This is an optimization exercise on Yosys and OpenROAD, whose aim is small area, not a production implementation. In this exercise RTL edits were held to simulation tests only and were not proved equivalent to the original.

[flow/config.mk]
export PLATFORM = sky130hd
export DESIGN_NAME = cordic_dds
export DESIGN_NICKNAME = cordic_dds
export VERILOG_FILES = /design/flow/design.v
export SDC_FILE = /design/flow/constraint.sdc
export NUM_CORES = 4
export LEC_CHECK = 0
export CAP_MARGIN = 20
export CORE_MARGIN = 2
export CORE_UTILIZATION = 40
export SLEW_MARGIN = 20
[flow/run.sh]
#!/bin/bash
# synth_recipe.tcl (not shown) runs the flow's synth.tcl, then flattens the netlist and writes it again
# the make line also repeats each setting of config.mk as NAME=value (left out here)
make -C /OpenROAD-flow-scripts/flow DESIGN_CONFIG=/design/flow/config.mk WORK_HOME=/design/flow/orfs CLKGATE_MAP_FILE= SYNTH_SCRIPT=/design/flow/synth_recipe.tcl finish
[flow/design.v]
module cordic_dds # (
   parameter DW = 16,                
   parameter PIPE_DEPTH = 14,        
   parameter limP = 16'h4dba         
)
( 
   sin_o, cos_o, err_o,
   clk, phase_i
);
   input             clk;
   input [DW-1:0]    phase_i;        
   output [DW:0]     sin_o, cos_o;   
   output [DW:0]     err_o;          
   reg [DW:0] cos_r, sin_o_r;
   reg [DW:0] x[PIPE_DEPTH:0];
   reg [DW:0] y[PIPE_DEPTH:0];
   reg [DW:0] z[PIPE_DEPTH:0];
   reg [1:0] quadrant [PIPE_DEPTH:0];
   wire [DW:0] atan_rom[PIPE_DEPTH:0];
   assign atan_rom[0] = 8189;
   assign atan_rom[1] = 4834;
   assign atan_rom[2] = 2554;
   assign atan_rom[3] = 1296;
   assign atan_rom[4] = 650;
   assign atan_rom[5] = 325;
   assign atan_rom[6] = 162;
   assign atan_rom[7] = 81;
   assign atan_rom[8] = 40;
   assign atan_rom[9] = 20;
   assign atan_rom[10] = 10;
   assign atan_rom[11] = 5;
   assign atan_rom[12] = 2;
   assign atan_rom[13] = 1;
   assign atan_rom[14] = 0;
   always @ (posedge clk) begin  
      x[0] <= {1'b0, limP};
      y[0] <= 0;
      z[0] <= {3'b0, phase_i[DW-1-2:0]};  
   end
   always @ (posedge clk) begin  
      x[1] <= x[0] - y[0];
      y[1] <= x[0] + y[0];
      z[1] <= z[0] - atan_rom[0];  
   end
   generate
      genvar k;
      for(k=1; k<PIPE_DEPTH; k=k+1) begin
         always @ (posedge clk) begin
            if (z[k][DW]) begin  
               x[k+1] <= x[k] + {{k{y[k][DW]}},y[k][DW:k]};  
               y[k+1] <= y[k] - {{k{x[k][DW]}},x[k][DW:k]};  
               z[k+1] <= z[k] + atan_rom[k];
            end else begin
               x[k+1] <= x[k] - {{k{y[k][DW]}},y[k][DW:k]};
               y[k+1] <= y[k] + {{k{x[k][DW]}},x[k][DW:k]};
               z[k+1] <= z[k] - atan_rom[k];
            end
         end
      end
   endgenerate
   always @ (posedge clk) begin
      quadrant[0] <= phase_i[DW-1:DW-2];
   end
   generate
      genvar j;
      for(j=0; j<PIPE_DEPTH; j=j+1) begin
         always @ (posedge clk) begin
            quadrant[j+1] <= quadrant[j];
         end
      end
   endgenerate
   always @ (posedge clk)
      case(quadrant[PIPE_DEPTH])
         2'b00: begin
            cos_r <= x[PIPE_DEPTH];  
            sin_o_r <= y[PIPE_DEPTH];  
         end
         2'b01: begin
            cos_r <= ~(y[PIPE_DEPTH]) + 1'b1;  
            sin_o_r <= x[PIPE_DEPTH];  
         end
         2'b10: begin
            cos_r <= ~(x[PIPE_DEPTH]) + 1'b1;  
            sin_o_r <= ~(y[PIPE_DEPTH]) + 1'b1;  
         end
         2'b11: begin
            cos_r <= y[PIPE_DEPTH];  
            sin_o_r <= ~(x[PIPE_DEPTH]) + 1'b1;  
         end
      endcase
   assign cos_o = cos_r;
   assign sin_o = sin_o_r;
   assign err_o = z[PIPE_DEPTH];
endmodule
[flow/constraint.sdc]
create_clock -name core_clock -period 5.0 [get_ports {clk}]
set_input_delay 1.0000 -clock core_clock [delete_from_list [all_inputs] [get_ports {clk}]]
set_output_delay 1.0000 -clock core_clock [all_outputs]
set_load 0.01 [all_outputs]
==> tab_implementation.tex <==
\begin{tabular}{lr}
\hline
Metric & Value \\
\hline
\multicolumn{2}{l}{\textbf{Outcome}} \\
Outcome & timing/DRC/antenna clean \\
\multicolumn{2}{l}{\textbf{Logic synthesis}} \\
Share of flip-flops with an asynchronous set or reset after synthesis & 0\% \\
Mean Syn Cell Area & 8.96 um2 \\
Register bit count reported by yosys & 718 \\
Largest cells by area after synthesis & sky130\_fd\_sc\_hd\_\_dfxtp\_1 33\%, sky130\_fd\_sc\_hd\_\_ha\_1 17\%, sky130\_fd\_sc\_hd\_\_xnor2\_1 8.9\% \\
Dominant register cell in the synthesized netlist & sky130\_fd\_sc\_hd\_\_dfxtp\_1 \\
Synth warnings & 5 \\
Portion of the post-synthesis area used by sequential elements & 32.9\% \\
Number of flops mapped to enable cells by yosys & 0 \\
Synthesized area & 43700 um2 \\
Instance count of the mapped netlist & 4873 \\
Commonest cells post-synth & 718 x sky130\_fd\_sc\_hd\_\_dfxtp\_1, 597 x sky130\_fd\_sc\_hd\_\_ha\_1, 495 x sky130\_fd\_sc\_hd\_\_a21oi\_1, 442 x sky130\_fd\_sc\_hd\_\_xnor2\_1, 406 x sky130\_fd\_sc\_hd\_\_nor2\_1 \\
Share of the synthesized area in the top cell type & about 33\% \\
Yosys top cell by area & sky130\_fd\_sc\_hd\_\_dfxtp\_1 \\
Most numerous cell in the Yosys netlist & sky130\_fd\_sc\_hd\_\_dfxtp\_1 \\
Unique cell type count in the Yosys netlist & $\sim$70 \\
Syn Nets & 5522 \\
\multicolumn{2}{l}{\textbf{Place}} \\
Final GP Congestion & $\sim$0.9 \\
Number of input and output port buffers inserted & 67 \\
DPL Wire Length & $\sim$75000 um \\
Cell area after placement & 46000 um2 \\
\multicolumn{2}{l}{\textbf{Timing}} \\
Setup repair after global routing missed its margin & false \\
Final hold violation count & 0 \\
Relative slew slack & 32.4\% \\
Worst Tran Pin Value & 1010 ps \\
\# setup viols final & 0 \\
Maximum achievable frequency & $\sim$0.26 GHz \\
Aggregate negative setup slack & 0 ps \\
Final Slew Violations & 0 \\
Final worst path period need & 3870 ps \\
Setup Skew & 28.0 ps \\
Share of the clock period used by the worst path after layout & 77.3\% \\
\multicolumn{2}{l}{\textbf{Finish}} \\
Count of fill cells added during filler insertion & roughly 10000 \\
Layout Nets & 5630 \\
Cell area after layout & 48900 um2 \\
Area growth from synthesis to layout & 12.0\% \\
Antenna Diode Count & 0 \\
Share of cells above drive strength 1 & 4.10\% \\
\multicolumn{2}{l}{\textbf{Drt}} \\
Wirelength, routed & 95000 um \\
Wirelength per Cell & 14.7 um \\
Pre-Repair DR Iteration Count & 5 \\
Antenna violation net count after detailed routing & 0 \\
Overall via count from detail\_route & 33300 \\
Number of DRC violations after detailed routing & 0 \\
Count of routing violations after the opening detailed-route iteration & 1441 \\
Mean number of vias per cell & 5.16 \\
\multicolumn{2}{l}{\textbf{Floorplan}} \\
Chip Width & roughly 330 um \\
Num ports & 68 \\
Core area & 109000 um2 \\
Height of the chip & between 300 and 400 um \\
Initial core utilization & 40.2\% \\
Number of standard-cell rows in the floorplan & 121 \\
DIE AREA & 112000 um2 \\
\multicolumn{2}{l}{\textbf{GRT}} \\
Global-route wire length before repair & 158000 um \\
Grt total ovfl & 0 \\
Number of global-route vias before repair & 32200 \\
Initial antenna violation count & 0 \\
Total track usage & 16.9\% \\
Largest net degree at the start of global routing & 65 \\
\multicolumn{2}{l}{\textbf{Setup path}} \\
Cell family contributing the most delay on the critical path & simple AND/OR/NAND/NOR gates \\
Worst Path Class, Setup & reg -> reg \\
Crit-path cells & inv\_1, nor2\_1, a21oi\_1, ha\_1, or2\_2, nor4\_1, o21ai\_0, a31oi\_1, o21ai\_0, a21oi\_1, xnor2\_1 \\
CP bufs+invs & 1 \\
CP peak stage delay & 740 ps \\
Critical-path maximum fanout & 28 \\
Capturing element type of the critical path & flip-flop \\
Startpoint kind of the worst setup timing path & flip-flop \\
Critical path data arrival time & 4400 ps \\
Data required time at the worst endpoint & 5530 ps \\
Crit-path slowest cell & sky130\_fd\_sc\_hd\_\_dfxtp\_1 \\
\multicolumn{2}{l}{\textbf{Clock network}} \\
Number of sinks handled by clock tree synthesis & 718 \\
Maximum clock insertion buffer count & 3 \\
Clk\_lat worst skew & 650 ps \\
Clk slew on worst S/H paths & about 60 ps \\
Resized cells post-CTS & 0 \\
Number of buffers inserted by post-CTS setup repair & 0 \\
TritonCTS clock tree & done \\
CTS Buf Count & 85 \\
Total of hold buffers inserted after clock tree synthesis & 0 \\
Root Driver & sky130\_fd\_sc\_hd\_\_clkbuf\_16 \\
H-tree level count & 3 \\
\multicolumn{2}{l}{\textbf{Min path}} \\
Class of the worst hold path & reg -> reg \\
\multicolumn{2}{l}{\textbf{Flow run}} \\
Maximum Capacitance Violations & 0 \\
\hline
\end{tabular}
final timing paths:
kind,start,to,slack (ps),depth (start not counted)
min reg2reg,quadrant[9][1],quadrant[10][1],310,0
max,z[11][16],x[12][16],1130,11
max reg2reg,z[11][16],x[12][16],1130,11
min,quadrant[9][1],quadrant[10][1],310,0
worst register-to-register path, delay by kind of cell, from the launching register on:
family / cells / cell delay, ps
compound gates: 5 / 940
xor+xnor: 1 / 80
fa+ha+maj: 1 / 280
buf+inv: 1 / 610
flops: 1 / 740
simple gates: 3 / 1130
cell usage in the layout (no fill, tap or decap), types with 25 or more instances in the layout:
master	count
sky130_fd_sc_hd__nand2b_1	63
sky130_fd_sc_hd__nand3_1	73
sky130_fd_sc_hd__o21ai_0	279
sky130_fd_sc_hd__clkdlybuf4s50_1	67
sky130_fd_sc_hd__ha_1	597
sky130_fd_sc_hd__fa_1	35
sky130_fd_sc_hd__xnor2_1	442
sky130_fd_sc_hd__a21oi_1	495
sky130_fd_sc_hd__nor3_1	116
sky130_fd_sc_hd__or3_1	25
sky130_fd_sc_hd__xor2_1	218
sky130_fd_sc_hd__nor2_1	406
sky130_fd_sc_hd__nor2b_1	48
sky130_fd_sc_hd__and3_1	27
sky130_fd_sc_hd__inv_1	284
sky130_fd_sc_hd__a211oi_1	40
sky130_fd_sc_hd__o21a_1	72
sky130_fd_sc_hd__o21bai_1	62
sky130_fd_sc_hd__nand2_1	227
sky130_fd_sc_hd__a21o_1	189
sky130_fd_sc_hd__a31oi_1	50
sky130_fd_sc_hd__dfxtp_1	717
sky130_fd_sc_hd__clkbuf_16	86
logic make-up after synthesis:
group	Yosys count	share of synthesized area, %
AOI/OAI and AO/OA	1368	19.3
xor gates and xnor gates	660	13.2
adders and majority gates	632	18.7
buffers and inverters	352	3.02
DFF	718	32.9
muxes	44	1.12
and+or+nand+nor	1099	11.7
through the flow:
| stage | setup WS [ps] | utilization [%] | hold slack [ps] | instances |
|---|---|---|---|---|
| after floorplan | 1500 | - | 310 | 4873 |
| after detailed placement | 1160 | 42.4 | 312 | 6308 |
| after global routing | 760 | 45.1 | 324 | 6460 |
| after global placement | 1230 | 42.4 | 310 | 6308 |
| final | 1130 | 45.1 | 308 | 6460 |
| after CTS | 1160 | 45.1 | 321 | 6460 |
area by class of cell:
| cell class | count | area (um2) | share of cell area, % |
|---|---|---|---|
| clock buffers | 107 | 2320 | 4.74 |
| clock inverters | 45 | 614 | 1.26 |
| inverters | 291 | 1090 | 2.23 |
| multi-input cells | 3803 | 28000 | 57.2 |
| flip-flops and latches | 718 | 14400 | 29.4 |
| well taps | 1414 | 1770 | 3.61 |
| repair buffers | 82 | 783 | 1.60 |
sequential cells by signal, indices dropped and copies added, names as in the netlist:
signal and flops:
cos_r 17, quadrant 30, sin_o_r 17, x 203, y 201, z 250
routing by layer:
layer	track usage [%]	wire, um	vias to the layer above
met2	31.5	47600	467
met5	0	0	-
met1	19.7	41900	15200
met3	2.26	2860	169
li1	-	-	17500
met4	5.44	2690	0

static timing again, ports no longer ideal:
No port has a modelled driver above. Below, the same layout with a new extraction and two added sets of constraints.
Step 1, drivers: a clkbuf_16 drives clk and a buf_2 each remaining input, both assumed.
Step 2, shift: input delay + t, output delay - t, t = (earliest + latest rising clock arrival at the registers) / 2. This alone moves slack from input paths to output paths.
Slacks: ideal ports / drivers / drivers and shift; pairs: ideal ports / drivers.
t, ns: 0.710
setup slack, ns: 1.134 / 1.134 / 1.134
worst setup path at the end: register to register
latest minus earliest clock arrival (ns): 0.032 / 0.032
worst register clock-pin slew, ns: 0.06 / 0.06
After both steps this run still meets setup and hold. The setup slack of this run moves by 0.000 ns with the drivers and by 0.000 ns with both steps.
